Context: an optimization exercise on an open-source flow, tuned for small area. The choices shown serve that exercise and are no tape-out recipe.
The RTL was checked by simulation tests, not by an equivalence proof against the original design.
The clock port is modelled as an ideal driver; clocking choices that lean on that would not hold on a real chip.
Power figures rest on the tool's default switching activity, not on a simulated workload.

**flow/flow/run.sh**
```bash
#!/bin/bash
# Own layout flow: the standard flow (standard.sh) with three changes.
#  1. Synthesis maps the logic for area: the abc call of the standard
#     synthesis script runs flow/abc_area.script instead of ORFS's script.
#     Everything else in synthesis (registers, flattening, renaming) is the
#     standard script, unchanged.
#  2. Full and half adder cells are not used, so the adder extraction step
#     leaves adders to abc as plain logic.
#  3. Ports are buffered with sky130_fd_sc_hd__buf_1.
# Each tool's log is in orfs/logs/; this script's own output is in run.log.
set -euo pipefail
W=$(pwd)
exec > >(tee -a "$W/run.log") 2>&1

# 1. synthesis script: the standard one, with abc's script replaced
{
  head -1 synth_recipe.tcl
  cat <<EOT
proc abc {args} {
  set i [lsearch -exact \$args -script]
  if { \$i >= 0 } { set args [lreplace \$args [expr {\$i + 1}] [expr {\$i + 1}] $W/flow/abc_area.script] }
  yosys abc {*}\$args
}
EOT
  tail -n +2 synth_recipe.tcl
} > own_synth.tcl

# 2. no adder cells (the platform's own list is appended to this one)
cat >> config.mk <<EOT
export DONT_USE_CELLS = sky130_fd_sc_hd__fa_1 sky130_fd_sc_hd__fa_2 sky130_fd_sc_hd__fa_4 sky130_fd_sc_hd__ha_1 sky130_fd_sc_hd__ha_2 sky130_fd_sc_hd__ha_4
EOT

# 3. port buffers
export BUFFER_PORTS_ARGS="-buffer_cell sky130_fd_sc_hd__buf_1"

bash standard.sh SYNTH_SCRIPT="$W/own_synth.tcl" finish > standard.log 2>&1
grep -c "abc_area.script" orfs/logs/*/*/*/1_2_yosys.log || true
```
**flow/flow/abc_area.script**
```
strash
&get -n
&deepsyn -T 20
&put
dch -f
amap
topo
```
**flow/standard.sh**
```bash
#!/bin/bash
# synth_recipe.tcl (not shown) runs the flow's synth.tcl, then flattens the netlist and writes it again
# the make line also repeats each setting of config.mk as NAME=value (left out here)
make -C /OpenROAD-flow-scripts/flow DESIGN_CONFIG=/design/flow/config.mk WORK_HOME=/design/flow/orfs CLKGATE_MAP_FILE= SYNTH_SCRIPT=/design/flow/synth_recipe.tcl "${@:-finish}"
```
**flow/config.mk**
```make
export PLATFORM = sky130hd
export DESIGN_NAME = snake_top
export DESIGN_NICKNAME = snake_top
export VERILOG_FILES = /design/flow/design.v
export SDC_FILE = /design/flow/constraint.sdc
export NUM_CORES = 4
export LEC_CHECK = 0
export ABC_AREA = 1
export CAP_MARGIN = 20
export CORE_MARGIN = 2
export CORE_UTILIZATION = 40
export CTS_BUF_LIST = sky130_fd_sc_hd__clkbuf_16
export CTS_CLUSTER_DIAMETER = 500
export CTS_CLUSTER_SIZE = 60
export SLEW_MARGIN = 20
export DONT_USE_CELLS = sky130_fd_sc_hd__fa_1 sky130_fd_sc_hd__fa_2 sky130_fd_sc_hd__fa_4 sky130_fd_sc_hd__ha_1 sky130_fd_sc_hd__ha_2 sky130_fd_sc_hd__ha_4
```
**flow/constraint.sdc**
```tcl
create_clock -name core_clock -period 5.0 [get_ports {clk}]
set_input_delay 1.0000 -clock core_clock [delete_from_list [all_inputs] [get_ports {clk}]]
set_output_delay 1.0000 -clock core_clock [all_outputs]
set_load 0.01 [all_outputs]
```
**flow/design.v**
```verilog
module colors(sw, c);
  input[7:0] sw;
  output[2:0] c;
  wire lo0 = ~|sw[3:0];
  wire hi0 = ~|sw[7:4];
  wire lo1 = (sw[0] ^ sw[1]) & ~(sw[2] | sw[3]) | (sw[2] ^ sw[3]) & ~(sw[0] | sw[1]);
  wire hi1 = (sw[4] ^ sw[5]) & ~(sw[6] | sw[7]) | (sw[6] ^ sw[7]) & ~(sw[4] | sw[5]);
  wire oh = lo1 & hi0 | hi1 & lo0;    
  assign c[2] = oh & (sw[2] | sw[5] | sw[6] | sw[7]);    
  assign c[1] = oh & (sw[1] | sw[4] | sw[6] | sw[7]);    
  assign c[0] = oh & (sw[1] | sw[3] | sw[5] | sw[7]);    
endmodule
module vga_ctlr(clk, rst, hit, bg, R, G, B, hSync, vSync, hq, hr, vq, vr);
  input clk, rst;
  input hit;           
  input[2:0] bg;       
  output[3:0] R, G, B;
  output hSync, vSync;
  output reg[6:0] hq;
  output reg[3:0] hr;
  output reg[5:0] vq;
  output reg[3:0] vr;
  reg[2:0] c;          
  function [6:0] inc7(input [6:0] a);
    integer i; reg cy;
    begin
      cy = 1'b1;
      for (i = 0; i < 7; i = i + 1) begin
        inc7[i] = a[i] ^ cy;
        cy = a[i] & cy;
      end
    end
  endfunction
  wire hr9 = hr[3] & hr[0];
  wire hend = hr9 & hq[6] & (&hq[3:0]);             
  wire vr9 = vr[3] & vr[0];
  wire vend = vq[5] & vq[4] & vq[2] & vr[2];        
  wire[6:0] hq1 = inc7(hq);
  wire[6:0] vq1 = inc7({1'b0, vq});
  wire[6:0] hr1 = inc7({3'b0, hr});
  wire[6:0] vr1 = inc7({3'b0, vr});
  always@(posedge clk) begin
    if(rst) begin
      hr <= 0; hq <= 0; vr <= 0; vq <= 0;
    end else begin
      if(hr9) begin
        hr <= 0;
        hq <= hend ? 7'd0 : hq1;
      end else
        hr <= hr1[3:0];
      if(hend) begin
        if(vend) begin
          vr <= 0; vq <= 0;
        end else if(vr9) begin
          vr <= 0; vq <= vq1[5:0];
        end else
          vr <= vr1[3:0];
      end
    end
  end
  wire hvis = ~hq[6] & ~(&hq[5:0] & hr9) | hend;
  wire vvis = ~(vq[5] & vq[4]) & ~(&vq[3:0] & ~vq[4] & vq[5] & vr9) | ((hq == 7'd52) & (hr == 4'd4));
  always@(posedge clk) begin
    if(rst | ~(hvis & vvis))
      c <= 0;
    else if(hit)
      c <= 3'b010;
    else
      c <= bg;
  end
  wire g = c[2], a = c[1], b = c[0];
  wire r4 = a | (g & b);
  wire g3 = g & a;
  wire g1 = g & (a | b);
  wire b4 = b & (~g | a);
  assign R = {4{r4}};
  assign G = {g3, g, g1, g3};
  assign B = {4{b4}};
  assign hSync = ~(((hq == 7'd65) & hr9) | ((hq > 7'd65) & (hq < 7'd75)) |
                   ((hq == 7'd75) & (hr <= 4'd5)));
  wire h0 = (hq == 7'd0) & (hr == 4'd0);
  assign vSync = ~((vq == 6'd49) & (h0 ? (vr == 4'd3) : (vr == 4'd2)));
endmodule
module snake_ctlr(start, pause, resume, stop, u, d, l, r, clk, rst, tick,
                  hq, hr, vq, vr, hit);
  input start, pause, resume, stop, u, d, l, r, clk, rst, tick;
  input[6:0] hq;
  input[3:0] hr;
  input[5:0] vq;
  input[3:0] vr;
  output hit;
  localparam[1:0] RT = 2'b00, LF = 2'b01, UP = 2'b10, DN = 2'b11;
  localparam[2:0] M_RUN = 3'd0, M_PAUSED = 3'd1, M_OVER = 3'd2, M_RESTART = 3'd3,
                  M_STOPPED = 3'd4;
  reg[2:0] mode;
  wire stopped = mode[2];
  reg[1:0] frameCtr;
  reg[1:0] dir;            
  reg[6:0] hxn;            
  reg[5:0] hyn;            
  reg[1:0] md1, md2, md3, md4;   
  function [6:0] step7(input [6:0] a, input s);
    integer i; reg cy;
    begin
      cy = 1'b1;
      for (i = 0; i < 7; i = i + 1) begin
        step7[i] = a[i] ^ cy;
        cy = cy & (a[i] ^ s);
      end
    end
  endfunction
  function [6:0] add7(input [6:0] a, input [6:0] b);
    integer i; reg cy;
    begin
      cy = 1'b0;
      for (i = 0; i < 7; i = i + 1) begin
        add7[i] = a[i] ^ b[i] ^ cy;
        cy = (a[i] & b[i]) | (a[i] & cy) | (b[i] & cy);
      end
    end
  endfunction
  function [3:0] add4(input [3:0] a, input [3:0] b);
    integer i; reg cy;
    begin
      cy = 1'b0;
      for (i = 0; i < 4; i = i + 1) begin
        add4[i] = a[i] ^ b[i] ^ cy;
        cy = (a[i] & b[i]) | (a[i] & cy) | (b[i] & cy);
      end
    end
  endfunction
  wire out = (~hxn[6] & hxn[0]) | (~hyn[5] & ~hyn[4] & hyn[0]);
  reg[1:0] ndir;
  always@(*) begin
    ndir = dir;
    if(u && (dir != DN)) ndir = UP;
    if(r && (dir != LF)) ndir = RT;
    if(l && (dir != RT)) ndir = LF;
    if(d && (dir != UP)) ndir = DN;
  end
  wire[6:0] hxs = step7(hxn, dir == RT);
  wire[6:0] hys = step7({1'b0, hyn}, dir == DN);
  always@(posedge clk) begin
    if(rst) begin
      frameCtr <= 0;
      mode <= M_STOPPED;
      hxn <= 7'd124; hyn <= 6'd0;
      md1 <= RT; md2 <= RT; md3 <= RT; md4 <= RT;
    end else if(tick) begin
      frameCtr <= {frameCtr[1] ^ frameCtr[0], ~frameCtr[0]};
      case(mode)
        M_PAUSED: if(resume) mode <= M_RUN;
        M_OVER, M_STOPPED: if(start) mode <= M_RESTART;
        M_RESTART: begin
          dir <= RT;
          hxn <= 7'd124; hyn <= 6'd0;
          md1 <= RT; md2 <= RT; md3 <= RT; md4 <= RT;
          mode <= M_RUN;
        end
        default: begin
          if(start) mode <= M_RESTART;
          else if(stop) mode <= M_STOPPED;
          else if(pause) mode <= M_PAUSED;
          else if(out) mode <= M_OVER;
          else begin
            dir <= ndir;
            if(frameCtr == 2'd0) begin
              if(dir[1]) hyn <= hys[5:0];
              else hxn <= hxs;
              md1 <= dir; md2 <= md1; md3 <= md2; md4 <= md3;
            end
          end
        end
      endcase
    end
  end
  function [3:0] ox(input[1:0] m);
    ox = (m == RT) ? 4'hF : (m == LF) ? 4'h1 : 4'h0;
  endfunction
  function [3:0] oy(input[1:0] m);
    oy = (m == DN) ? 4'hF : (m == UP) ? 4'h1 : 4'h0;
  endfunction
  wire[3:0] cx1 = ox(md1), cy1 = oy(md1);
  wire[3:0] cx2 = add4(cx1, ox(md2)), cy2 = add4(cy1, oy(md2));
  wire[3:0] cx3 = add4(cx2, ox(md3)), cy3 = add4(cy2, oy(md3));
  wire[3:0] cx4 = add4(cx3, ox(md4)), cy4 = add4(cy3, oy(md4));
  wire[6:0] dx = add7(hq, hxn);
  wire[6:0] dy = add7({1'b0, vq}, {1'b0, hyn});
  wire near = ((dx[6:3] == 4'h0) | (dx[6:3] == 4'hF)) & ((dy[5:3] == 3'h0) | (dy[5:3] == 3'h7));
  wire on = ((dx[3:0] == 4'h0) & (dy[3:0] == 4'h0)) |
            ((dx[3:0] == cx1) & (dy[3:0] == cy1)) |
            ((dx[3:0] == cx2) & (dy[3:0] == cy2)) |
            ((dx[3:0] == cx3) & (dy[3:0] == cy3)) |
            ((dx[3:0] == cx4) & (dy[3:0] == cy4));
  assign hit = ~stopped & ~hq[6] & ~(vq[5] & vq[4]) & (hr != 4'd0) & (vr != 4'd0) & near & on;
endmodule
module snake_top(clk, rst, tick, start, pause, resume, stop, up, down, left, right,
                 sw, vgaRed, vgaGreen, vgaBlue, Hsync, Vsync);
  input clk, rst, tick;
  input start, pause, resume, stop, up, down, left, right;
  input[7:0] sw;
  output[3:0] vgaRed, vgaGreen, vgaBlue;
  output Hsync, Vsync;
  wire[6:0] hq;
  wire[3:0] hr;
  wire[5:0] vq;
  wire[3:0] vr;
  wire hit;
  wire[2:0] bg;
  vga_ctlr top_vga_ctlr(clk, rst, hit, bg, vgaRed, vgaGreen, vgaBlue, Hsync, Vsync,
                        hq, hr, vq, vr);
  snake_ctlr top_snake_ctlr(start, pause, resume, stop, up, down, left, right,
                            clk, rst, tick, hq, hr, vq, vr, hit);
  colors bg_color(sw, bg);
endmodule
```
==> impl_metrics.csv, run 1 <==
group,metric,value,unit
clock_tree,cts_max_path_buffers,2,
layout,final_core_util,45.1,%
detailed_routing,vias,3444,
layout,synthToLayoutAreaGrowth,10.7,%
yosys,synth_area,3300,µm²
global_routing,met3_usage,1.92,%
clock_tree,cts_buffers,5,
global_routing,grt_pass1_vias,3014,
setup_path,critPathTopFamily,"simple AND/OR/NAND/NOR gates",
die,ioPinCount,33,
power,total_power,897,µW
setup_path,cp-end-kind,"register",
yosys,yosysSeqAreaShare,32.2,%
detailed_routing,routedWlPerCell,12.8,µm
yosys,synth_xor_area_share,0,%
yosys,synth.distinct_cells,41,
placement,gp_congestion,0.894,
detailed_routing,route.detailed.drc,0,
yosys,yosys_register_bits,52,
sta,setup_viol_count_final,0,
setup_path,r2r-start,"top_snake_ctlr.md1[1]",
yosys,synth-edff-count,2,
yosys,yosysTopAreaCellShare,30.3,%
setup_path,reg2reg_to,"top_vga_ctlr.c[0]",
sta,relSlewSlack,46.2,%
die,fp.dieH,94.8,µm
setup_path,cp_max_fo,6,
layout,nets,545,
clock_tree,cts.clk_slew.worst_paths,70,ps
yosys,synth_ff_type,"dfxtp_1",
sta,setup_tns,0,ps
worst_hold_path,hold_path.class,"reg2reg",
sta,tightest_slew,807,ps
die,design.core.area,8090,µm²
setup_path,worstPathArrival,4280,ps
placement,hpwlAfterDp,6530,µm
global_routing,met2_usage,31.2,%
die,row_count,33,
clock_tree,clock-root-buffer,"clkbuf_16",
placement,portBuffers,32,
yosys,synthMuxAreaShare,0,%
detailed_routing,drtPass1Iterations,5,
global_routing,use_met1,26.4,%
global_routing,grtUsageTotal,18.7,%
worst_hold_path,holdPathStages,1,
sta,clock.fmax,0.241,GHz
sta,min_period_over_period,83.0,%
yosys,synth_top_family_by_area,"compound AO/OA/AOI/OAI gates",
power,vdd_drop_max,0.168,mV
yosys,synthTopCellsByArea,"dfxtp_1 30%, nor2_1 13%, clkinv_1 8.3%",
setup_path,slowest_stage,"a2111oi_0",
layout,diodes,0,
die,fp.dieW,94.8,µm
clock_tree,clk_latency,290,ps
yosys,ys_async_sr_fraction,0,%
sta,grt_setup_unrepaired,"no",
detailed_routing,ant_nets,0,
global_routing,grt_max_degree,17,
yosys,synthCells,498,
setup_path,criticalPathCategory,"in2reg",
die,die-area,8990,µm²
yosys,synth.largest_area_cell,"dfxtp_1",
setup_path,ff2ff_setup_slack,1090,ps
sta,final.setup_skew,10.5,ps
power,p_leak,0.00118,µW
worst_hold_path,min_from,"top_vga_ctlr.hr[0]",
setup_path,crit_chain,"buf_1 > nor2_1 > o21ai_0 > nor4_1 > o211ai_1 > nor3_1 > clkinv_1 > nor2_1 > clkinv_1 > a2111oi_0 > o22ai_1 > nor3_1 > or2_0 > o21ai_0 > nand2_1 > o211ai_1",
yosys,synth_fp_nets,517,
status,outcome,"timing/DRC/antenna clean",
die,initial_core_util,40.8,%
setup_path,r2r_cells,16,
yosys,synth_compound_area_share,28.7,%
sta,fin_crit,4150,ps
clock_tree,hold_buffers,0,
detailed_routing,routed_via_density,5.45,
sta,finalHoldViolations,0,
clock_tree,cts_tree,"done",
setup_path,cp.depth,16,
flow_run,drv_cap,0,
yosys,synthAdderAreaFrac,0,%
clock_tree,ctsResizeCount,0,
global_routing,antenna_found_initial,0,
layout,final_common_cell,"nor2_1",
detailed_routing,initialDrtViolationCount,154,
setup_path,critPathMaxStageDelay,710,ps
worst_hold_path,min_to,"top_vga_ctlr.hr[0]",
layout,layout_common_cells,"116 x nor2_1, 73 x clkinv_1, 50 x dfxtp_1",
setup_path,worstPathRequired,5120,ps
layout,layout-drive-gt1-share,1.52,%
yosys,yosysWarningCount,2,
setup_path,crit_buf_inv,3,
sta,slew_violations,0,
detailed_routing,wl,8120,µm
clock_tree,cts_sinks,52,
global_routing,grt_pass1_wl,13700,µm
yosys,syn_area_per_cell,6.63,µm²
setup_path,cp-start-kind,"input port",
yosys,synth_simple_gate_area_share,28.1,%
clock_tree,cts_setup_buffers,0,
clock_tree,cts-htree-levels,2,
global_routing,grt_busiest_layer,"met2",
power,power.density,246,nW/µm²
global_routing,grt_overflow_total,0,
[final cells by class]
| class | instances | area [µm²] |
|---|---|---|
| timing repair buffer | 33 | 128 |
| sequential | 52 | 1060 |
| tap | 105 | 131 |
| multi-input combinational | 361 | 1870 |
| clock inverter | 2 | 33.8 |
| inverter | 73 | 274 |
| clock buffer | 6 | 150 |
| fill | 895 | 4440 |
[cell families (layout without fill, tap and decap cells)]
family / after synthesis / after routing
AND/OR/NAND/NOR: 215 / 215
AO/OA/AOI/OAI: 146 / 146
buffers and inverters: 85 / 114
flip-flops: 52 / 52
[worst max-delay path by stage]
stage / start / end / slack [ps]
global placement: stop / top_snake_ctlr.hxn[6] / 790
global route: stop / top_snake_ctlr.hxn[6] / 470
floorplan: stop / top_snake_ctlr.hxn[6] / 1250
CTS: stop / top_snake_ctlr.hxn[6] / 920
finish: stop / top_snake_ctlr.hxn[6] / 850
detailed placement: stop / top_snake_ctlr.hxn[6] / 620
[report_power, final]
group / total [µW] / internal, µW / switching (µW)
clock: 413 / 265 / 148
sequential: 429 / 422 / 6.04
combinational: 55.7 / 21.5 / 34.2
[cell usage after synthesis (3+ instances only)]
library cell and instances:
a21oi_1 25, nand4_1 3, o21ai_0 40, clkinv_1 73
o32a_1 3, o22ai_1 22, dfxtp_1 50, o211ai_1 5
a22oi_1 5, a211oi_1 17, nor4_1 8, nor3_1 34
o221ai_1 5, or2_0 4, o21a_1 5, buf_4 12
nand2_1 33, nand3_1 5, nor2b_1 4, nor2_1 116
or3_1 3
[worst reg2reg max path, delay by kind of cell, from the launching register on]
| kind | cells | cell delay (ps) |
|---|---|---|
| AOI/OAI and AO/OA | 9 | 1860 |
| DFF | 1 | 410 |
| buffers and inverters | 3 | 490 |
| and+or+nand+nor | 4 | 1040 |
[per-layer routing]
metal / part of all wire, % / vias to the layer above
li1: - / 1815
met1: 50 / 1559
met4: 0.75 / 0
met2: 45 / 64
met3: 3.6 / 6
met5: 0 / -
[per-stage QoR]
step / setup WS, ps / cell area, µm² / cells / hold slack (ps)
final: 848 / 3650 / 632 / 464
after global routing: 475 / 3650 / 632 / 497
after CTS: 918 / 3650 / 632 / 471
after detailed placement: 621 / 3470 / 624 / 453
after global placement: 794 / 3470 / 624 / 447
after floorplan: 1250 / 3300 / 498 / 431
[flip-flops by register name (all words and copies together), names as in the netlist]
signal                   flops
top_snake_ctlr.frameCtr      2
top_vga_ctlr.vr              4
top_vga_ctlr.vq              6
top_vga_ctlr.hr              4
top_snake_ctlr.hxn           7
top_snake_ctlr.dir           2
top_snake_ctlr.md4           2
top_snake_ctlr.md2           2
top_snake_ctlr.md1           2
top_vga_ctlr.hq              7
top_vga_ctlr.c               3
top_snake_ctlr.hyn           6
top_snake_ctlr.md3           2
top_snake_ctlr.mode          3
==> run 2, diff against run 1 <==
--- a/flow/config.mk
+++ b/flow/config.mk
@@ -11,5 +11,3 @@
 export CORE_UTILIZATION = 40
-export CTS_BUF_LIST = sky130_fd_sc_hd__clkbuf_16
-export CTS_CLUSTER_DIAMETER = 500
-export CTS_CLUSTER_SIZE = 60
+export CTS_BUF_LIST = sky130_fd_sc_hd__clkbuf_8
 export SLEW_MARGIN = 20
==> run 2 against run 1 <==
Against the previous run:
- cell count stayed put
- fmax rose by 0.99%
- sequential power is essentially flat
- hold slack improved by 6.1 ps
- critical path depth is the same
- final area is 1.4% lower
- via count is 0.26% higher
- critical path type unchanged
- highest routed layer unchanged
==> impl_metrics.csv, run 2 <==
group,metric,value,unit
layout,nets,545,
sta,clock.fmax,0.243,GHz
power,switching_share,21.7,%
clock_tree,hold_buffers,0,
global_routing,grt_pass1_vias,3015,
yosys,yosysSeqAreaShare,32.2,%
detailed_routing,vias,3453,
power,clkPwrFrac,40.9,%
placement,portBuffers,32,
setup_path,crit_start,"stop",
yosys,yosysMostFrequentCell,"nor2_1",
yosys,ys_async_sr_fraction,0,%
sta,fin_crit,4110,ps
clock_tree,clock-root-buffer,"clkbuf_8",
yosys,yosysTopAreaCellShare,30.3,%
global_routing,grt_max_degree,17,
detailed_routing,ant_nets,0,
layout,layout_common_cells,"116 x nor2_1, 73 x clkinv_1, 50 x dfxtp_1",
detailed_routing,route.detailed.drc,0,
power,combPwrFrac,6.8,%
yosys,synth.distinct_cells,41,
placement,hpwlAfterDp,6530,µm
sta,finalHoldViolations,0,
sta,slew_violations,0,
detailed_routing,routed_via_density,5.46,
die,fp.dieW,94.8,µm
global_routing,grtUsageTotal,18.7,%
yosys,synthTopCellsByArea,"dfxtp_1 30%, nor2_1 13%, clkinv_1 8.3%",
sta,final.setup_skew,11.0,ps
setup_path,r2r-start,"top_snake_ctlr.md1[1]",
setup_path,cp_max_fo,6,
global_routing,grt_pass1_wl,13700,µm
flow_run,drv_cap,0,
yosys,yosysWarningCount,2,
die,design.core.area,8090,µm²
power,vdd_drop_max,0.150,mV
worst_hold_path,hold_path.class,"reg2reg",
die,die-area,8990,µm²
sta,tightest_slew,790,ps
setup_path,cp-start-kind,"input port",
sta,setup_tns,0,ps
clock_tree,cts.clk_slew.worst_paths,90,ps
yosys,synth_ff_type,"dfxtp_1",
power,power.density,228,nW/µm²
yosys,synth.largest_area_cell,"dfxtp_1",
setup_path,worstPathRequired,5150,ps
clock_tree,cts_buffers,5,
layout,diodes,0,
clock_tree,cts_sinks,52,
clock_tree,clk_latency,300,ps
yosys,synth_area,3300,µm²
sta,setup_viol_count_final,0,
global_routing,grt_overflow_total,0,
worst_hold_path,min_from,"top_vga_ctlr.hr[0]",
sta,grt_setup_unrepaired,"no",
yosys,synth_commonest_cells,"116 x nor2_1, 73 x clkinv_1, 50 x dfxtp_1, 40 x o21ai_0, 34 x nor3_1",
yosys,synth_fp_nets,517,
die,fp.dieH,94.8,µm
yosys,synthCells,498,
layout,reg.largest.list,"top_snake_ctlr.hxn: 7 flops, top_vga_ctlr.hq: 7 flops",
yosys,syn_area_per_cell,6.63,µm²
setup_path,criticalPathCategory,"in2reg",
power,internal-power,642,µW
power,seqPwrFrac,52.2,%
status,outcome,"timing/DRC/antenna clean",
die,ioPinCount,33,
clock_tree,cts_setup_buffers,0,
layout,layout-drive-gt1-share,1.52,%
yosys,yosys_register_bits,52,
clock_tree,cts_max_path_buffers,2,
clock_tree,cts-htree-levels,2,
sta,relSlewSlack,47.3,%
clock_tree,cts_tree,"done",
sta,min_period_over_period,82.2,%
setup_path,worstPathArrival,4260,ps
die,initial_core_util,40.8,%
placement,gp_congestion,0.894,
layout,synthToLayoutAreaGrowth,9.14,%
power,power_switching,178,µW
layout,final_common_cell,"nor2_1",
power,p_leak,0.00116,µW
detailed_routing,wl,8110,µm
die,row_count,33,
detailed_routing,drtPass1Iterations,5,
layout,instances_no_fill,632,
detailed_routing,routedWlPerCell,12.8,µm
detailed_routing,initialDrtViolationCount,161,
setup_path,cp-end-kind,"register",
clock_tree,ctsResizeCount,0,
global_routing,antenna_found_initial,0,
yosys,synth-edff-count,2,
placement,dpl.cell_count,624,
## run 2: cell counts after synthesis
No cell type changed its count.
## run 2: kinds of logic after synthesis
kind of cell / count (synthesis) / share of synthesized area [%]
AO/OA/AOI/OAI: 146 / 28.7
AND/OR/NAND/NOR: 215 / 28.1
buffers and inverters: 85 / 11.0
flip-flops: 52 / 32.2
## run 2: path summary, 6_finish.rpt
check                                             end  slack [ps]  depth (start not counted)
worst max-delay path            top_snake_ctlr.hxn[6]         890                         16
worst min-delay path               top_vga_ctlr.hr[0]         470                          1
worst max register to register      top_vga_ctlr.c[0]        1110                         16
worst min register to register     top_vga_ctlr.hr[0]         470                          1
## run 2: final cells by class
cell class                 instances  area [µm²]
clock inverter                     3        63.8
fill                             899        4490
timing repair buffer              33         128
multi-input combinational        361        1870
sequential                        52        1060
tap                              105         131
inverter                          73         274
clock buffer                       5        68.8
## run 2: power by group through the flow
stage          clock (µW)  combinational [µW]  sequential [µW]
6_report              336                55.8              428
5_1_grt               363                63.4              429
4_1_cts               346                55.8              428
3_5_place_dp            0                55.6              438
3_3_place_gp            0                54.4              438
2_1_floorplan           0                37.4              436
## run 2: layer usage
layer / global-route usage, % / part of all wire, % / vias up
li1: - / - / 1815
met1: 26.5 / 50 / 1574
met2: 31.1 / 46 / 60
met3: 2.39 / 3.6 / 4
met4: 2.90 / 0.59 / 0
met5: 0 / 0 / -
## run 2: critical path: stages
cell,delay (ps)
buf_1,80
nor2_1,140
o21ai_0,110
nor4_1,310
o211ai_1,160
nor3_1,280
clkinv_1,170
nor2_1,220
clkinv_1,200
a2111oi_0,700
o22ai_1,210
nor3_1,220
or2_0,160
o21ai_0,110
nand2_1,80
o211ai_1,80
## run 2: metrics by stage
stage          cell area [µm²]  power (µW)  util (%)  worst slack (ps)  hold WS, ps
5_1_grt                   3600         856      44.5               504          503
2_1_floorplan             3300         474         -              1250          431
4_1_cts                   3600         830      44.5               943          477
3_3_place_gp              3470         492      42.9               794          447
6_report                  3600         820      44.5               889          470
3_5_place_dp              3470         494      42.9               621          453
==> run 3, diff against run 2 <==
--- a/flow/design.v
+++ b/flow/design.v
@@ -2,3 +2,3 @@
   input[7:0] sw;
-  output[2:0] c;
+  output[4:0] c;
   wire lo0 = ~|sw[3:0];
@@ -7,6 +7,9 @@
   wire hi1 = (sw[4] ^ sw[5]) & ~(sw[6] | sw[7]) | (sw[6] ^ sw[7]) & ~(sw[4] | sw[5]);
-  wire oh = lo1 & hi0 | hi1 & lo0;    
-  assign c[2] = oh & (sw[2] | sw[5] | sw[6] | sw[7]);    
-  assign c[1] = oh & (sw[1] | sw[4] | sw[6] | sw[7]);    
-  assign c[0] = oh & (sw[1] | sw[3] | sw[5] | sw[7]);    
+  wire lo = lo1 & hi0;    
+  wire hi = hi1 & lo0;    
+  assign c[4] = lo & sw[1] | hi;                     
+  assign c[3] = hi & (sw[6] | sw[7]);                
+  assign c[2] = lo & sw[2] | hi & ~sw[4];            
+  assign c[1] = hi & ~sw[4];                         
+  assign c[0] = lo & (sw[1] | sw[3]) | hi & sw[7];   
 endmodule
@@ -15,3 +18,3 @@
   input hit;           
-  input[2:0] bg;       
+  input[4:0] bg;       
   output[3:0] R, G, B;
@@ -22,3 +25,3 @@
   output reg[3:0] vr;
-  reg[2:0] c;          
+  reg[4:0] c;
   function [6:0] inc7(input [6:0] a);
@@ -66,3 +69,3 @@
     else if(hit)
-      c <= 3'b010;
+      c <= 5'b1_0_0_0_0;
     else
@@ -70,10 +73,5 @@
   end
-  wire g = c[2], a = c[1], b = c[0];
-  wire r4 = a | (g & b);
-  wire g3 = g & a;
-  wire g1 = g & (a | b);
-  wire b4 = b & (~g | a);
-  assign R = {4{r4}};
-  assign G = {g3, g, g1, g3};
-  assign B = {4{b4}};
+  assign R = {4{c[4]}};
+  assign G = {c[3], c[2], c[1], c[3]};
+  assign B = {4{c[0]}};
   assign hSync = ~(((hq == 7'd65) & hr9) | ((hq > 7'd65) & (hq < 7'd75)) |
@@ -97,3 +95,3 @@
   reg[1:0] frameCtr;
-  reg[1:0] dir;            
+  reg[1:0] dir;
   reg[6:0] hxn;            
@@ -146,2 +144,3 @@
       mode <= M_STOPPED;
+      dir <= RT;
       hxn <= 7'd124; hyn <= 6'd0;
@@ -208,3 +207,3 @@
   wire hit;
-  wire[2:0] bg;
+  wire[4:0] bg;
   vga_ctlr top_vga_ctlr(clk, rst, hit, bg, vgaRed, vgaGreen, vgaBlue, Hsync, Vsync,
==> run 3 against run 2 <==
Against the previous run:
- combinational power up 47%
- sequential share of layout area up 1.5 points
- register-to-register slack worse by 90 ps
- cell count down 3.6%
- clock skew down 2.8 ps
- via count down 2.9%
- clock-buffer cell count up 2
- largest cell class unchanged
- fmax up 3.2%
- critical endpoint is now top_vga_ctlr.c[2]
- sequential power up 4%
- non-clock buffer count down 1
- routed wire length up 1.6%
- highest routed layer unchanged
- die area down 3.0%
==> impl_metrics.csv, run 3 <==
group,metric,value,unit
status,outcome,"timing/DRC/antenna clean",
clock_tree,ctsResizeCount,0,
yosys,synth_ff_type,"dfxtp_1",
detailed_routing,wl,8240,µm
sta,fin_crit,3980,ps
power,power_switching,206,µW
sta,tightest_slew,842,ps
power,switching_share,25.8,%
yosys,synthTopCellsByArea,"dfxtp_1 34%, nor2_1 11%, clkinv_1 8.1%",
yosys,synth-edff-count,0,
layout,final_common_cell,"nor2_1",
yosys,yosysWarningCount,2,
die,row_count,32,
power,combPwrFrac,10.3,%
layout,synthToLayoutAreaGrowth,9.40,%
setup_path,worstPathArrival,4190,ps
sta,final.setup_skew,8.21,ps
layout,fin_area,3500,µm²
detailed_routing,vias,3352,
flow_run,drv_cap,0,
power,seqPwrFrac,55.7,%
setup_path,worstPathRequired,5210,ps
clock_tree,cts-htree-levels,2,
global_routing,grt_overflow_total,0,
layout,diodes,0,
die,initial_core_util,41.4,%
global_routing,grt_pass1_wl,13800,µm
die,fp.dieW,93.4,µm
clock_tree,cts_buffers,5,
global_routing,antenna_found_initial,0,
yosys,syn_area_per_cell,6.74,µm²
sta,setup_tns,0,ps
detailed_routing,drtPass1Iterations,4,
placement,gp_congestion,0.875,
clock_tree,cts_setup_buffers,0,
clock_tree,clk_latency,310,ps
layout,n_fill_cell,803,
yosys,yosysMostFrequentCell,"nor2_1",
layout,layout-drive-gt1-share,1.58,%
clock_tree,clock-root-buffer,"clkbuf_8",
yosys,synth.largest_area_cell,"dfxtp_1",
sta,clock.fmax,0.251,GHz
die,ioPinCount,33,
placement,hpwlAfterDp,6570,µm
die,fp.dieH,93.4,µm
yosys,synth_commonest_cells,"97 x nor2_1, 69 x clkinv_1, 54 x dfxtp_1, 43 x nand2_1, 42 x o21ai_0",
power,power.density,229,nW/µm²
placement,portBuffers,32,
clock_tree,cts.clk_slew.worst_paths,100,ps
global_routing,grtUsageTotal,19.6,%
layout,reg.largest.list,"top_snake_ctlr.hxn: 7 flops, top_vga_ctlr.hq: 7 flops",
yosys,synth_area,3200,µm²
yosys,yosys_register_bits,54,
yosys,yosysSeqAreaShare,33.8,%
clock_tree,cts_max_path_buffers,2,
power,vdd_drop_max,0.0917,mV
die,design.core.area,7730,µm²
layout,seq_area,1080,µm²
power,internal-power,594,µW
setup_path,cp-start-kind,"register",
clock_tree,cts_tree,"done",
detailed_routing,routedWlPerCell,13.5,µm
die,die-area,8720,µm²
sta,finalHoldViolations,0,
layout,multi_input_area,1800,µm²
worst_hold_path,hold_path.class,"reg2reg",
detailed_routing,initialDrtViolationCount,155,
sta,setup_viol_count_final,0,
sta,slew_violations,0,
detailed_routing,ant_nets,0,
yosys,synth.distinct_cells,39,
sta,min_period_over_period,79.7,%
layout,final_core_util,45.2,%
setup_path,cp_max_fo,6,
clock_tree,hold_buffers,0,
detailed_routing,route.detailed.drc,0,
yosys,synth_fp_nets,493,
yosys,ys_async_sr_fraction,0,%
yosys,synthCells,474,
global_routing,grt_max_degree,17,
clock_tree,cts_sinks,54,
sta,grt_setup_unrepaired,"no",
power,p_leak,0.00116,µW
layout,nets,525,
setup_path,cp-end-kind,"register",
setup_path,criticalPathCategory,"reg2reg",
global_routing,grt_pass1_vias,3007,
yosys,yosysTopAreaCellShare,33.8,%
sta,relSlewSlack,43.3,%
detailed_routing,routed_via_density,5.50,
layout,layout_common_cells,"97 x nor2_1, 69 x clkinv_1, 54 x dfxtp_1",
power,clkPwrFrac,34.0,%
placement,post_dp_cell_area,3390,µm²
==> run 3: path summary, 6_finish.rpt <==
| check | from | slack (ps) | end | depth (start not counted) |
|---|---|---|---|---|
| min reg2reg | top_snake_ctlr.frameCtr[1] | 450 | top_snake_ctlr.frameCtr[1] | 1 |
| min | top_snake_ctlr.frameCtr[1] | 450 | top_snake_ctlr.frameCtr[1] | 1 |
| max reg2reg | top_snake_ctlr.md1[1] | 1020 | top_vga_ctlr.c[2] | 18 |
| max | top_snake_ctlr.md1[1] | 1020 | top_vga_ctlr.c[2] | 18 |
==> run 3: area by class of cell <==
type | instances | area share (%)
inverters | 69 | 7.41
well taps | 102 | 3.65
clock buffers | 7 | 2.76
repair buffers | 32 | 3.44
clock inverters | 1 | 0.251
multi-input cells | 344 | 51.6
flip-flops and latches | 54 | 30.9
==> run 3: cell families after synthesis <==
logic type	synth area share, %
compound gates	30.5
buf+inv	9.75
flops	33.8
simple gates	25.9
==> run 3: power by group through the flow <==
stage / Combinational, µW / Clock (µW) / Sequential, µW
finish: 82.0 / 272 / 446
floorplan: 57.7 / 0 / 454
global route: 94.0 / 299 / 447
CTS: 81.8 / 284 / 446
detailed placement: 81.3 / 0 / 456
global placement: 80.5 / 0 / 456
==> run 3: through the flow <==
stage | setup slack (ps) | hold WS, ps | cells | power [µW]
after floorplan | 1690 | 411 | 474 | 512
after global placement | 1280 | 428 | 601 | 536
after detailed placement | 1050 | 435 | 601 | 537
after CTS | 1000 | 452 | 609 | 812
after global routing | 325 | 502 | 609 | 841
final | 1020 | 455 | 609 | 800
==> run 3: worst max-delay path: stages, from the launching register on <==
cell and delay (ps):
dfxtp_1 360, clkinv_1 110, nor2_1 60, nor2_1 220
clkinv_1 180, o22ai_1 390, nand2_1 130, o21ai_0 150
clkinv_1 110, o21a_1 170, nor3_1 240, clkinv_1 130
o311a_1 300, a2111oi_0 330, a311oi_1 170, nor4_1 340
nand2b_1 170, or2_0 220, o22ai_1 110
==> run 3: layer usage <==
layer	GRT usage [%]	vias up	part of all wire, %
met5	0	-	0
met4	5.76	0	1.5
met3	2.74	10	4.1
met2	34.8	74	48
met1	24.7	1518	46
li1	-	1750	-
==> run 4, diff against run 3 <==
==> flow/flow/run.sh (replaced) <==
#!/bin/bash
# Own layout flow: the standard flow (standard.sh) with these changes.
#  1. Synthesis maps the logic for area: the abc call of the standard
#     synthesis script runs abc with each of flow/abc_*.script and keeps the
#     smallest netlist (flow/abc_pick.tcl). Everything else in synthesis
#     (registers, flattening, renaming) is the standard script, unchanged.
#  2. Full and half adder cells are not used, so the adder extraction step
#     leaves adders to abc as plain logic.
#  3. Ports are buffered with sky130_fd_sc_hd__buf_1.
#  4. Clock tree options from flow/cts_args, if that file exists.
# Each tool's log is in orfs/logs/; this script's own output is in run.log,
# standard.sh's in standard.log.
set -euo pipefail
W=$(pwd)
exec > >(tee -a "$W/run.log") 2>&1
export OWN_FLOW_DIR="$W/flow"

{
  head -1 synth_recipe.tcl
  cat flow/abc_pick.tcl
  tail -n +2 synth_recipe.tcl
} > own_synth.tcl

cat >> config.mk <<EOT
export DONT_USE_CELLS = sky130_fd_sc_hd__fa_1 sky130_fd_sc_hd__fa_2 sky130_fd_sc_hd__fa_4 sky130_fd_sc_hd__ha_1 sky130_fd_sc_hd__ha_2 sky130_fd_sc_hd__ha_4
EOT

export BUFFER_PORTS_ARGS="-buffer_cell sky130_fd_sc_hd__buf_1"
if [[ -f flow/cts_args ]]; then
  export CTS_ARGS="$(cat flow/cts_args)"
fi

bash standard.sh SYNTH_SCRIPT="$W/own_synth.tcl" finish > standard.log 2>&1
grep "OWN_FLOW" orfs/logs/*/*/*/1_2_yosys.log || true
==> flow/flow/abc_a.script (new file) <==
strash
&get -n
&deepsyn -T 20
&put
dch -f
amap
topo
==> flow/flow/abc_b.script (new file) <==
strash
&get -n
&deepsyn -T 20
&put
dch
amap
topo
==> flow/flow/abc_c.script (new file) <==
strash
&get -n
&deepsyn -T 20
&put
dch -f
amap
topo
strash
dch -f
amap
topo
==> flow/flow/abc_d.script (new file) <==
strash
&get -n
&deepsyn -T 20
&dch -f
&nf -a -R 1000
&put
topo
==> flow/flow/abc_e.script (new file) <==
strash
dch -f
amap
topo
==> flow/flow/abc_pick.tcl (new file) <==
# Replaces the abc call of the standard synthesis script: runs abc with each
# of the flow's area scripts on the same netlist and keeps the smallest result.
proc abc {args} {
  set i [lsearch -exact $args -script]
  set lib [lindex $args [expr {[lsearch -exact $args -liberty] + 1}]]
  yosys design -save my_pre_abc
  set best_area 1e18
  set best ""
  foreach s [lsort [glob $::env(OWN_FLOW_DIR)/abc_*.script]] {
    yosys design -load my_pre_abc
    yosys abc {*}[lreplace $args [expr {$i + 1}] [expr {$i + 1}] $s]
    set st [yosys tee -q -s result.string stat -liberty $lib]
    if { [regexp {Chip area for module '[^']*': ([0-9.]+)} $st -> area] } {
      puts "OWN_FLOW abc script [file tail $s]: area $area"
      if { $area < $best_area } { set best_area $area; set best $s }
    }
  }
  puts "OWN_FLOW abc script chosen: [file tail $best] ($best_area)"
  yosys design -load my_pre_abc
  yosys abc {*}[lreplace $args [expr {$i + 1}] [expr {$i + 1}] $best]
}
==> flow/flow/cts_args (new file) <==
-sink_clustering_enable -repair_clock_nets -buf_list sky130_fd_sc_hd__clkbuf_8 -sink_buffer_max_cap_derate 1.0
removed: flow/flow/abc_area.script
==> run 4 against run 3 <==
Against the previous run:
- sequential power hardly changed
- still clean
- combinational power hardly changed
- utilization stayed put
- clock-buffer cell count stayed put
- largest power group unchanged
- non-clock buffer count stayed put
- clock skew stayed put
- synthesized cell count stayed put
- cell count stayed put
==> impl_metrics.csv, run 4 <==
group,metric,value,unit
setup_path,worstPathArrival,4190,ps
clock_tree,cts-htree-levels,2,
detailed_routing,routedWlPerCell,13.5,µm
detailed_routing,route.detailed.drc,0,
detailed_routing,routed_via_density,5.50,
sta,tightest_slew,842,ps
die,ioPinCount,33,
layout,layout-drive-gt1-share,1.58,%
clock_tree,cts_setup_buffers,0,
setup_path,r2r-start,"top_snake_ctlr.md1[1]",
layout,fin_area,3500,µm²
power,power.density,229,nW/µm²
yosys,synth-edff-count,0,
sta,setup_viol_count_final,0,
clock_tree,hold_buffers,0,
placement,gp_congestion,0.875,
detailed_routing,drtPass1Iterations,4,
setup_path,criticalPathCategory,"reg2reg",
worst_hold_path,hold_path.class,"reg2reg",
clock_tree,cts_buffers,5,
placement,hpwlAfterDp,6570,µm
clock_tree,cts_max_path_buffers,2,
worst_hold_path,holdPathStages,1,
yosys,synth_area,3200,µm²
detailed_routing,initialDrtViolationCount,155,
yosys,synth_ff_type,"dfxtp_1",
setup_path,r2r_cells,18,
clock_tree,clock-root-buffer,"clkbuf_8",
sta,grt_setup_unrepaired,"no",
power,total_power,800,µW
layout,final_common_cell,"nor2_1",
yosys,yosysSeqAreaShare,33.8,%
yosys,yosys_register_bits,54,
die,die-area,8720,µm²
setup_path,reg2reg_to,"top_vga_ctlr.c[2]",
sta,clock.fmax,0.251,GHz
detailed_routing,wl,8240,µm
sta,fin_crit,3980,ps
die,row_count,32,
clock_tree,cts_tree,"done",
yosys,yosysTopAreaCellShare,33.8,%
layout,n_fill_cell,803,
yosys,ys_async_sr_fraction,0,%
worst_hold_path,min_to,"top_snake_ctlr.frameCtr[1]",
layout,final_core_util,45.2,%
global_routing,grt_overflow_total,0,
layout,multi_input_area,1800,µm²
layout,reg.largest.list,"top_snake_ctlr.hxn: 7 flops, top_vga_ctlr.hq: 7 flops",
clock_tree,cts.clk_slew.worst_paths,100,ps
yosys,synth.distinct_cells,39,
yosys,synth.largest_area_cell,"dfxtp_1",
die,initial_core_util,41.4,%
placement,detailedPlace.worstSlack,1050,ps
yosys,yosysMostFrequentCell,"nor2_1",
setup_path,crit_start,"top_snake_ctlr.md1[1]",
setup_path,cp-start-kind,"register",
global_routing,grt_pass1_vias,3007,
setup_path,ff2ff_setup_slack,1020,ps
die,fp.dieW,93.4,µm
global_routing,antenna_found_initial,0,
sta,final.setup_skew,8.21,ps
placement,post_dp_cell_area,3390,µm²
yosys,synthTopCellsByArea,"dfxtp_1 34%, nor2_1 11%, clkinv_1 8.1%",
global_routing,grt_pass1_wl,13800,µm
layout,diodes,0,
layout,nets,525,
flow_run,drv_cap,0,
yosys,synth_commonest_cells,"97 x nor2_1, 69 x clkinv_1, 54 x dfxtp_1, 43 x nand2_1, 42 x o21ai_0",
layout,synthToLayoutAreaGrowth,9.40,%
die,fp.dieH,93.4,µm
sta,postLayoutSetupSlackWorst,1020,ps
power,p_leak,0.00116,µW
yosys,syn_area_per_cell,6.74,µm²
status,outcome,"timing/DRC/antenna clean",
yosys,synthCells,474,
clock_tree,clk_latency,310,ps
global_routing,grt_max_degree,17,
power,vdd_drop_max,0.0917,mV
layout,layout_common_cells,"97 x nor2_1, 69 x clkinv_1, 54 x dfxtp_1",
setup_path,worstPathRequired,5210,ps
sta,finalHoldViolations,0,
yosys,synth_fp_nets,493,
detailed_routing,vias,3352,
die,design.core.area,7730,µm²
setup_path,cp_max_fo,6,
worst_hold_path,min_from,"top_snake_ctlr.frameCtr[1]",
setup_path,cp-end-kind,"register",
clock_tree,cts_sinks,54,
sta,min_period_over_period,79.7,%
placement,portBuffers,32,
global_routing,grtUsageTotal,19.6,%
sta,setup_tns,0,ps
clock_tree,ctsResizeCount,0,
sta,relSlewSlack,43.3,%
yosys,yosysWarningCount,2,
layout,seq_area,1080,µm²
detailed_routing,ant_nets,0,
sta,slew_violations,0,
-- run 4: cell counts in the layout (fill, tap and decap cells not counted) --
No cell type changed its count.
-- run 4: cell type report --
class	instances	area share, %
Clock buffer	7	2.76
Clock inverter	1	0.251
Inverter	69	7.41
Multi-Input combinational cell	344	51.6
Sequential cell	54	30.9
Tap cell	102	3.65
Timing Repair Buffer	32	3.44
-- run 4: worst max path at each step --
stage | cells after the start | to
final | 18 | top_vga_ctlr.c[2]
after global routing | 18 | top_vga_ctlr.c[2]
after global placement | 18 | top_vga_ctlr.c[2]
after CTS | 18 | top_vga_ctlr.c[2]
after detailed placement | 18 | top_vga_ctlr.c[2]
after floorplan | 18 | top_vga_ctlr.c[2]
-- run 4: per-stage QoR --
| step | hold WS, ps | std cells |
|---|---|---|
| 2_1_floorplan | 411 | 474 |
| 3_3_place_gp | 428 | 601 |
| 3_5_place_dp | 435 | 601 |
| 4_1_cts | 452 | 609 |
| 5_1_grt | 502 | 609 |
| 6_report | 455 | 609 |
-- run 4: worst max-delay path: stages, from the launching register on --
cell and delay (ps):
dfxtp_1 360, clkinv_1 110, nor2_1 60, nor2_1 220, clkinv_1 180, o22ai_1 390
nand2_1 130, o21ai_0 150, clkinv_1 110, o21a_1 170, nor3_1 240, clkinv_1 130
o311a_1 300, a2111oi_0 330, a311oi_1 170, nor4_1 340, nand2b_1 170, or2_0 220
o22ai_1 110
-- run 4: where the power goes --
part / leakage, µW / switching, µW / total [µW] / internal (µW)
registers: 0.000437 / 8.51 / 446 / 437
clock network: 0.0000544 / 145 / 272 / 127
logic: 0.000666 / 52.8 / 82.0 / 29.2
-- run 4: layer usage --
metal  GRT usage [%]  vias up  part of all wire [%]
li1                -     1750                     -
met1            24.7     1518                    46
met2            34.8       74                    48
met3            2.74       10                   4.1
met4            5.76        0                   1.5
met5               0        -                     0
-- run 4: cells by family (layout without fill, tap and decap cells) --
| kind of cell | count (synthesis) | in the layout | synth area share (%) |
|---|---|---|---|
| simple gates | 192 | 192 | 25.9 |
| compound gates | 152 | 152 | 30.5 |
| buf+inv | 76 | 109 | 9.75 |
| flops | 54 | 54 | 33.8 |
==> run 5, diff against run 4 <==
==> flow/flow/cts_args (replaced) <==
-sink_clustering_enable -repair_clock_nets -buf_list sky130_fd_sc_hd__clkbuf_16 -root_buf sky130_fd_sc_hd__clkbuf_16 -sink_clustering_size 60 -sink_clustering_max_diameter 500 -sink_buffer_max_cap_derate 1.0 -dont_use_dummy_load
==> run 5 against run 4 <==
Against the previous run:
- critical path depth did not move
- cell count fell by 0.49%
- sequential share of layout area fell by 0.18 points
- fmax rose by 0.94%
- clock-buffer cell count fell by 2
- sequential power barely moved
- die area did not move
- routed wire length fell by 0.55%
- synthesized cell count did not move
- utilization rose by 0.26 points
- synthesized area did not move
- clock skew rose by 9.1 ps
- critical endpoint unchanged
- largest power group unchanged
- highest routed layer unchanged
==> impl_metrics.csv, run 5 <==
group,metric,value,unit
clock_tree,cts_tree,"done",
sta,setup_viol_count_final,0,
detailed_routing,routed_via_density,5.53,
detailed_routing,vias,3351,
layout,fin_area,3520,µm²
clock_tree,cts_sinks,54,
setup_path,worstPathRequired,5170,ps
placement,portBuffers,32,
die,die-area,8720,µm²
global_routing,use_met1,24.5,%
sta,fin_crit,3950,ps
placement,hpwlAfterDp,6570,µm
yosys,synthTopCellsByArea,"dfxtp_1 34%, nor2_1 11%, clkinv_1 8.1%",
yosys,synth_commonest_cells,"97 x nor2_1, 69 x clkinv_1, 54 x dfxtp_1, 43 x nand2_1, 42 x o21ai_0",
die,ioPinCount,33,
detailed_routing,wl,8190,µm
detailed_routing,initialDrtViolationCount,152,
sta,setup_tns,0,ps
detailed_routing,routedWlPerCell,13.5,µm
placement,gp_congestion,0.875,
clock_tree,cts.clk_slew.worst_paths,70,ps
global_routing,met2_usage,34.5,%
yosys,synthCells,474,
setup_path,worstPathArrival,4120,ps
detailed_routing,ant_nets,0,
clock_tree,hold_buffers,0,
yosys,syn_area_per_cell,6.74,µm²
power,power.density,241,nW/µm²
setup_path,critPathTopFamily,"compound AO/OA/AOI/OAI gates",
sta,tightest_slew,847,ps
global_routing,grt_overflow_total,0,
yosys,synth-edff-count,0,
layout,nets,525,
sta,clock.fmax,0.253,GHz
yosys,yosysMostFrequentCell,"nor2_1",
setup_path,cp_max_fo,6,
global_routing,antenna_found_initial,0,
yosys,yosysWarningCount,2,
die,design.core.area,7730,µm²
layout,reg.largest.list,"top_snake_ctlr.hxn: 7 flops, top_vga_ctlr.hq: 7 flops",
power,p_leak,0.00116,µW
global_routing,grt_busiest_layer,"met2",
sta,grt_setup_unrepaired,"no",
yosys,synth_ff_type,"dfxtp_1",
setup_path,cp-end-kind,"register",
die,row_count,32,
sta,final.setup_skew,17.3,ps
yosys,yosysTopAreaCellShare,33.8,%
clock_tree,cts-htree-levels,2,
sta,finalHoldViolations,0,
yosys,synth_fp_nets,493,
yosys,ys_async_sr_fraction,0,%
detailed_routing,drtPass1Iterations,5,
yosys,yosys_register_bits,54,
global_routing,grt_max_degree,17,
clock_tree,clock-root-buffer,"clkbuf_16",
yosys,synth.distinct_cells,39,
layout,synthToLayoutAreaGrowth,10.0,%
setup_path,criticalPathCategory,"reg2reg",
yosys,synth_area,3200,µm²
detailed_routing,route.detailed.drc,0,
setup_path,slowest_stage,"o22ai_1",
power,vdd_drop_max,0.119,mV
layout,final_common_cell,"nor2_1",
setup_path,cp-start-kind,"register",
setup_path,crit_chain,"clkinv_1 > nor2_1 > nor2_1 > clkinv_1 > o22ai_1 > nand2_1 > o21ai_0 > clkinv_1 > o21a_1 > nor3_1 > clkinv_1 > o311a_1 > a2111oi_0 > a311oi_1 > nor4_1 > nand2b_1 > or2_0 > o22ai_1",
power,total_power,847,µW
placement,post_dp_cell_area,3390,µm²
layout,diodes,0,
die,fp.dieW,93.4,µm
clock_tree,cts_buffers,5,
yosys,synth.largest_area_cell,"dfxtp_1",
status,outcome,"timing/DRC/antenna clean",
clock_tree,ctsResizeCount,0,
global_routing,grt_pass1_vias,3034,
clock_tree,cts_setup_buffers,0,
global_routing,grtUsageTotal,19.5,%
global_routing,met3_usage,2.50,%
layout,layout_common_cells,"97 x nor2_1, 69 x clkinv_1, 54 x dfxtp_1",
layout,n_fill_cell,801,
setup_path,crit_buf_inv,4,
setup_path,cpMostUsedCell,"clkinv_1",
worst_hold_path,hold_path.class,"reg2reg",
die,fp.dieH,93.4,µm
sta,slew_violations,0,
layout,layout-drive-gt1-share,0.992,%
clock_tree,clk_latency,290,ps
sta,min_period_over_period,78.9,%
flow_run,drv_cap,0,
yosys,yosysSeqAreaShare,33.8,%
setup_path,critPathMaxStageDelay,390,ps
clock_tree,cts_max_path_buffers,2,
die,initial_core_util,41.4,%
global_routing,grt_pass1_wl,13800,µm
sta,relSlewSlack,42.9,%
## run 5: cells by family after synthesis
logic type	after synthesis	share of synthesized area [%]
AND/OR/NAND/NOR	192	25.9
flip-flops	54	33.8
AO/OA/AOI/OAI	152	30.5
buffers and inverters	76	9.75
## run 5: path summary, 6_finish.rpt
kind / from / end / slack (ps) / depth (start not counted)
hold reg to reg: top_snake_ctlr.frameCtr[1] / top_snake_ctlr.frameCtr[1] / 450 / 1
hold / removal: top_snake_ctlr.frameCtr[1] / top_snake_ctlr.frameCtr[1] / 450 / 1
setup / recovery: top_snake_ctlr.md1[1] / top_vga_ctlr.c[2] / 1050 / 18
setup reg to reg: top_snake_ctlr.md1[1] / top_vga_ctlr.c[2] / 1050 / 18
## run 5: area by class of cell
cell class | instances | area, µm² | share of cell area, %
Multi-Input combinational cell | 344 | 1800 | 51.3
Sequential cell | 54 | 1080 | 30.7
Inverter | 69 | 259 | 7.37
Tap cell | 102 | 128 | 3.63
Clock buffer | 5 | 125 | 3.56
Timing Repair Buffer | 32 | 120 | 3.42
## run 5: routing by layer
metal	routed length, µm	share of wire (%)	up-vias
met3	311	3.8	14
met2	3870	47	75
met5	0	0	-
met1	3840	47	1517
met4	168	2.1	0
li1	-	-	1745
## run 5: report_power, final
group          internal (µW)  total [µW]  switching (µW)  leakage [µW]
combinational           29.2        82.1            52.9      0.000666
clock                    177         318             141     0.0000616
sequential               438         446            8.50      0.000437
total                    644         847             202       0.00116
## run 5: worst register-to-register path, cell delays in order, from the launching register on
cell       delay (ps)
dfxtp_1           350
clkinv_1          110
nor2_1             60
nor2_1            220
clkinv_1          180
o22ai_1           390
nand2_1           130
o21ai_0           150
clkinv_1          110
o21a_1            170
nor3_1            240
clkinv_1          130
o311a_1           300
a2111oi_0         330
a311oi_1          180
nor4_1            310
nand2b_1          170
or2_0             220
o22ai_1           110
## run 5: through the flow
stage          setup slack (ps)  std cells  hold WS (ps)  util, %
2_1_floorplan              1690        474           411        -
3_3_place_gp               1280        601           428     43.9
3_5_place_dp               1050        601           435     43.9
4_1_cts                    1010        606           447     45.5
5_1_grt                     331        606           494     45.5
6_report                   1050        606           451     45.5
==> run 6, diff against run 5 <==
--- a/flow/flow/run.sh
+++ b/flow/flow/run.sh
@@ -9,3 +9,5 @@
 #  3. Ports are buffered with sky130_fd_sc_hd__buf_1.
-#  4. Clock tree options from flow/cts_args, if that file exists.
+#  4. Clock tree options from flow/cts_args, if that file exists, and
+#     flow/post_cts.tcl run after clock tree synthesis (shrinks the root
+#     clock buffer).
 # Each tool's log is in orfs/logs/; this script's own output is in run.log,
@@ -31,2 +33,5 @@
 fi
+if [[ -f flow/post_cts.tcl ]]; then
+  export POST_CTS_TCL="$W/flow/post_cts.tcl"
+fi
 
==> flow/flow/abc_f.script (new file) <==
strash
&get -n
&deepsyn -T 40
&put
dch
amap
topo
==> flow/flow/abc_g.script (new file) <==
strash
&get -n
&deepsyn -T 20
&put
dch -f
map -a
topo
==> flow/flow/abc_h.script (new file) <==
strash
dc2
&get -n
&deepsyn -T 20
&put
dch -f
amap
topo
==> flow/flow/cts_args (replaced) <==
-sink_clustering_enable -repair_clock_nets -buf_list sky130_fd_sc_hd__clkbuf_8 -dont_use_dummy_load
==> flow/flow/post_cts.tcl (new file) <==
# After clock tree synthesis: the root buffer of the clock tree only drives
# the few leaf buffers, so it is made the smallest clock buffer. The leaf
# buffers that drive the registers are left as they are.
foreach inst [[ord::get_db_block] getInsts] {
  if { [[$inst getMaster] getName] eq "sky130_fd_sc_hd__clkbuf_8" && [string match "clkbuf_0_*" [$inst getName]] } {
    puts "post_cts: [$inst getName] -> sky130_fd_sc_hd__clkbuf_1"
    replace_cell [$inst getName] sky130_fd_sc_hd__clkbuf_1
  }
}
estimate_parasitics -placement
==> run 6 against run 5 <==
Against the previous run:
- power fell by 13%
- clock-buffer cell count did not move
- largest cell class unchanged
- sequential power barely moved
- routed wire length barely moved
- sequential share of layout area rose by 0.59 points
- non-clock buffer count did not move
- worst setup slack got worse by 39 ps
- critical path depth did not move
- sequential cell count did not move
- register-to-register slack got worse by 40 ps
- hold slack improved by 5.9 ps
==> impl_metrics.csv, run 6 <==
group,metric,value,unit
power,power_switching,192,µW
clock_tree,cts_sinks,54,
yosys,synth_ff_type,"dfxtp_1",
detailed_routing,wl,8200,µm
global_routing,grt_pass1_vias,3032,
power,clkPwrFrac,28.0,%
power,combPwrFrac,11.2,%
setup_path,worstPathArrival,4420,ps
setup_path,cp_max_fo,6,
detailed_routing,ant_nets,0,
detailed_routing,routed_via_density,5.54,
global_routing,grt_max_degree,17,
sta,clock.fmax,0.251,GHz
sta,slew_violations,0,
detailed_routing,initialDrtViolationCount,152,
sta,tightest_slew,844,ps
placement,gp_congestion,0.875,
yosys,ys_async_sr_fraction,0,%
detailed_routing,routedWlPerCell,13.5,µm
clock_tree,cts_tree,"done",
power,vdd_drop_max,0.101,mV
setup_path,cp-start-kind,"register",
detailed_routing,vias,3360,
yosys,yosysMostFrequentCell,"nor2_1",
yosys,synthTopCellsByArea,"dfxtp_1 34%, nor2_1 11%, clkinv_1 8.1%",
yosys,synth.distinct_cells,39,
power,internal-power,541,µW
layout,layout_common_cells,"97 x nor2_1, 69 x clkinv_1, 54 x dfxtp_1",
die,initial_core_util,41.4,%
global_routing,grt_pass1_wl,13800,µm
worst_hold_path,min_to,"top_snake_ctlr.frameCtr[1]",
die,row_count,32,
yosys,synth.largest_area_cell,"dfxtp_1",
power,seqPwrFrac,60.8,%
flow_run,drv_cap,0,
sta,grt_setup_unrepaired,"no",
worst_hold_path,holdPathStages,1,
sta,setup_tns,0,ps
status,outcome,"timing/DRC/antenna clean",
yosys,synthCells,474,
sta,setup_viol_count_final,0,
global_routing,grt_overflow_total,0,
yosys,synth_fp_nets,493,
sta,min_period_over_period,79.7,%
power,total_power,733,µW
placement,portBuffers,32,
setup_path,criticalPathCategory,"reg2reg",
layout,synthToLayoutAreaGrowth,7.95,%
yosys,yosysSeqAreaShare,33.8,%
die,design.core.area,7730,µm²
sta,final.setup_skew,27.9,ps
layout,seq_area,1080,µm²
die,ioPinCount,33,
layout,multi_input_area,1800,µm²
sta,fin_crit,3990,ps
worst_hold_path,hold_path.class,"reg2reg",
power,switching_share,26.3,%
global_routing,antenna_found_initial,0,
setup_path,ff2ff_setup_slack,1010,ps
yosys,synth_area,3200,µm²
detailed_routing,route.detailed.drc,0,
global_routing,grtUsageTotal,19.6,%
setup_path,cp-end-kind,"register",
layout,reg.largest.list,"top_snake_ctlr.hxn: 7 flops, top_vga_ctlr.hq: 7 flops",
clock_tree,clk_latency,550,ps
setup_path,r2r_cells,18,
layout,nets,525,
yosys,syn_area_per_cell,6.74,µm²
yosys,yosysTopAreaCellShare,33.8,%
layout,final_common_cell,"nor2_1",
detailed_routing,drtPass1Iterations,5,
setup_path,worstPathRequired,5440,ps
sta,relSlewSlack,43.2,%
sta,finalHoldViolations,0,
power,power.density,212,nW/µm²
power,p_leak,0.00113,µW
yosys,yosysWarningCount,2,
die,die-area,8720,µm²
layout,n_fill_cell,806,
placement,hpwlAfterDp,6570,µm
die,fp.dieW,93.4,µm
yosys,synth-edff-count,0,
layout,diodes,0,
yosys,yosys_register_bits,54,
setup_path,reg2reg_to,"top_vga_ctlr.c[2]",
layout,layout-drive-gt1-share,0.794,%
die,fp.dieH,93.4,µm
clock_tree,cts.clk_slew.worst_paths,100,ps
setup_path,r2r-start,"top_snake_ctlr.md1[1]",
layout,final_core_util,44.6,%
worst_hold_path,min_from,"top_snake_ctlr.frameCtr[1]",
yosys,synth_commonest_cells,"97 x nor2_1, 69 x clkinv_1, 54 x dfxtp_1, 43 x nand2_1, 42 x o21ai_0",
-- run 6: cell counts after synthesis --
Identical to the previous run, type by type.
-- run 6: cell families (layout without fill, tap and decap cells) --
| family | Yosys count | after routing | share of synthesized area (%) |
|---|---|---|---|
| AND/OR/NAND/NOR | 192 | 192 | 25.9 |
| AO/OA/AOI/OAI | 152 | 152 | 30.5 |
| flip-flops | 54 | 54 | 33.8 |
| buffers and inverters | 76 | 106 | 9.75 |
-- run 6: area by class of cell --
cell class | count | area share, %
repair buffers | 32 | 3.48
well taps | 102 | 3.70
multi-input cells | 344 | 52.3
inverters | 69 | 7.51
flip-flops and latches | 54 | 31.3
clock buffers | 5 | 1.70
-- run 6: worst max-delay path, stage by stage (launching register included) --
cell	delay, ps
dfxtp_1	360
clkinv_1	110
nor2_1	60
nor2_1	220
clkinv_1	180
o22ai_1	390
nand2_1	130
o21ai_0	150
clkinv_1	110
o21a_1	170
nor3_1	240
clkinv_1	130
o311a_1	300
a2111oi_0	330
a311oi_1	170
nor4_1	340
nand2b_1	170
or2_0	220
o22ai_1	110
-- run 6: worst max path at each step --
stage | start | endpoint | slack (ps)
after floorplan | top_snake_ctlr.md1[1] | top_vga_ctlr.c[2] | 1690
after global placement | top_snake_ctlr.md1[1] | top_vga_ctlr.c[2] | 1280
after detailed placement | top_snake_ctlr.md1[1] | top_vga_ctlr.c[2] | 1050
after global routing | top_snake_ctlr.md1[1] | top_vga_ctlr.c[2] | 320
final | top_snake_ctlr.md1[1] | top_vga_ctlr.c[2] | 1010
-- run 6: power groups by stage --
stage               Sequential [µW]  Clock, µW  Combinational (µW)
floorplan                       454          0                57.7
global placement                456          0                80.5
detailed placement              456          0                81.3
global route                    447        230                94.0
finish                          446        205                82.0
-- run 6: per-layer routing --
metal	track usage (%)	vias up	wire [µm]
met4	7.48	0	189
met1	24.5	1524	3820
li1	-	1752	-
met5	0	-	0
met3	3.06	14	303
met2	34.0	70	3890
-- run 6: stage by stage --
| stage | hold slack (ps) | cell area (µm²) | instances | worst slack, ps |
|---|---|---|---|---|
| 3_3_place_gp | 428 | 3390 | 601 | 1280 |
| 5_1_grt | 501 | 3450 | 606 | 324 |
| 2_1_floorplan | 411 | 3200 | 474 | 1690 |
| 3_5_place_dp | 435 | 3390 | 601 | 1050 |
| 6_report | 457 | 3450 | 606 | 1010 |
==> run 7, diff against run 6 <==
--- a/flow/design.v
+++ b/flow/design.v
@@ -193,3 +193,3 @@
             ((dx[3:0] == cx4) & (dy[3:0] == cy4));
-  assign hit = ~stopped & ~hq[6] & ~(vq[5] & vq[4]) & (hr != 4'd0) & (vr != 4'd0) & near & on;
+  assign hit = ~stopped & ~(vq[5] & vq[4]) & (hr != 4'd0) & (vr != 4'd0) & near & on;
 endmodule
==> run 7 against run 6 <==
Against the previous run:
- register-to-register slack worse by 110 ps
- cell count is 0.99% higher
- critical endpoint unchanged
- routed wire length rose by 1.9%
- largest cell class unchanged
- combinational power grew about 20%
- sequential power rose by 0.9%
- clock skew down 15 ps
- critical path type unchanged
- via count up 2.1%
- still clean on timing, DRC and antenna
- die area is 1.3% higher
- synthesized cell count up 1.1%
- clock power rose by 4%
- final area up 1.5%
==> impl_metrics.csv, run 7 <==
group,metric,value,unit
status,outcome,"timing/DRC/antenna clean",
sta,whs,457,ps
die,fp.dieW,94.0,µm
yosys,yosys_register_bits,54,
global_routing,grt_overflow_total,0,
flow_run,drv_cap,0,
layout,nets,531,
yosys,ys_async_sr_fraction,0,%
setup_path,cp-start-kind,"register",
detailed_routing,route.detailed.drc,0,
global_routing,grt_pass1_wl,14000,µm
sta,min_period_over_period,82.0,%
power,p_leak,0.00109,µW
yosys,synth-edff-count,0,
die,ioPinCount,33,
sta,grt_setup_unrepaired,"no",
sta,slew_violations,0,
die,design.core.area,7770,µm²
setup_path,crit_buf_inv,4,
power,power_switching,214,µW
power,internal-power,548,µW
sta,relSlewSlack,31.4,%
yosys,yosysTopAreaCellShare,33.4,%
yosys,synth_ff_type,"dfxtp_1",
setup_path,critPathTopFamily,"simple AND/OR/NAND/NOR gates",
layout,layout_common_cells,"103 x nor2_1, 75 x clkinv_1, 54 x dfxtp_1",
power,total_power,762,µW
placement,gp_congestion,0.913,
yosys,synth.distinct_cells,41,
yosys,syn_area_per_cell,6.76,µm²
yosys,yosysWarningCount,2,
yosys,synth_fp_nets,498,
global_routing,grtUsageTotal,19.7,%
global_routing,grt_max_degree,17,
layout,reg.largest.list,"top_snake_ctlr.hxn: 7 flops, top_vga_ctlr.hq: 7 flops",
layout,final_common_cell,"nor2_1",
placement,hpwlAfterDp,6710,µm
yosys,synthCells,479,
layout,layout-drive-gt1-share,0.980,%
yosys,synth.largest_area_cell,"dfxtp_1",
clock_tree,cts.clk_slew.worst_paths,100,ps
sta,tightest_slew,1020,ps
sta,final.setup_skew,13.1,ps
yosys,synth_commonest_cells,"103 x nor2_1, 75 x clkinv_1, 54 x dfxtp_1, 31 x o22ai_1, 29 x nand2_1",
placement,detailedPlace.worstSlack,1030,ps
power,clkPwrFrac,28.1,%
sta,postLayoutSetupSlackWorst,902,ps
yosys,synthTopCellsByArea,"dfxtp_1 33%, nor2_1 12%, clkinv_1 8.7%",
yosys,yosysMostFrequentCell,"nor2_1",
sta,setup_viol_count_final,0,
setup_path,worstPathArrival,4580,ps
global_routing,antenna_found_initial,0,
layout,instances_no_fill,612,
setup_path,cpMostUsedCell,"clkinv_1",
die,die-area,8830,µm²
setup_path,slowest_stage,"nor4bb_1",
power,vdd_drop_max,0.116,mV
yosys,synth_area,3240,µm²
global_routing,grt_pass1_vias,3117,
setup_path,cp_max_fo,6,
sta,clock.fmax,0.244,GHz
worst_hold_path,hold_path.class,"reg2reg",
detailed_routing,initialDrtViolationCount,152,
sta,setup_tns,0,ps
detailed_routing,wl,8360,µm
power,combPwrFrac,12.9,%
detailed_routing,vias,3432,
die,initial_core_util,41.7,%
sta,fin_crit,4100,ps
setup_path,cp-end-kind,"register",
detailed_routing,ant_nets,0,
-- run 7: cell count changes after synthesis, sizes merged, moves of 4 or more --
cell | previous run | this run
nand2 | 43 | 29
o22ai | 20 | 31
a31oi | 10 | 5
clkinv | 69 | 75
o21ai | 42 | 25
nor3 | 17 | 28
nor2b | 1 | 5
nor2 | 97 | 103
-- run 7: power by group through the flow --
stage	logic (µW)	registers (µW)	clock network [µW]
after floorplan	69.2	457	0
after global placement	95.8	459	0
after detailed placement	96.6	460	0
after global routing	110	451	239
final	98.0	450	214
-- run 7: layer usage --
| layer | track usage (%) | vias to the layer above | share of wire [%] | wire [µm] |
|---|---|---|---|---|
| met1 | 25.1 | 1545 | 47 | 3970 |
| li1 | - | 1800 | - | - |
| met3 | 3.05 | 12 | 3.8 | 316 |
| met2 | 34.0 | 75 | 47 | 3940 |
| met5 | 0 | - | 0 | 0 |
| met4 | 5.92 | 0 | 1.6 | 135 |
-- run 7: final timing paths --
path / end / startpoint / slack (ps) / cells after the start
hold / removal: top_snake_ctlr.frameCtr[1] / top_snake_ctlr.frameCtr[1] / 460 / 1
setup reg to reg: top_vga_ctlr.c[2] / top_snake_ctlr.md1[1] / 900 / 20
setup / recovery: top_vga_ctlr.c[2] / top_snake_ctlr.md1[1] / 900 / 20
hold reg to reg: top_snake_ctlr.frameCtr[1] / top_snake_ctlr.frameCtr[1] / 460 / 1
-- run 7: kinds of logic after synthesis --
| logic type | count (synthesis) | synth area share, % |
|---|---|---|
| AOI/OAI and AO/OA | 146 | 29.6 |
| DFF | 54 | 33.4 |
| buffers and inverters | 82 | 10.3 |
| and+or+nand+nor | 197 | 26.7 |
-- run 7: through the flow --
step                      utilization, %  cell area (µm²)
final                               45.1             3500
after detailed placement            44.3             3440
after global routing                45.1             3500
after floorplan                        -             3240
after global placement              44.3             3440
-- run 7: layout make-up --
| cell class | instances | area [µm²] |
|---|---|---|
| clock buffer | 5 | 58.8 |
| fill | 821 | 4270 |
| inverter | 75 | 282 |
| multi-input combinational | 343 | 1820 |
| sequential | 54 | 1080 |
| tap | 102 | 128 |
| timing repair buffer | 33 | 128 |

Check on run 7: ideal ports give 0.902 ns setup slack; a clkbuf_16 on the clock port and buf_2 on the inputs give 0.902 ns; moving port delays by the midpoint clock arrival (0.599 ns) as well gives 0.902 ns.
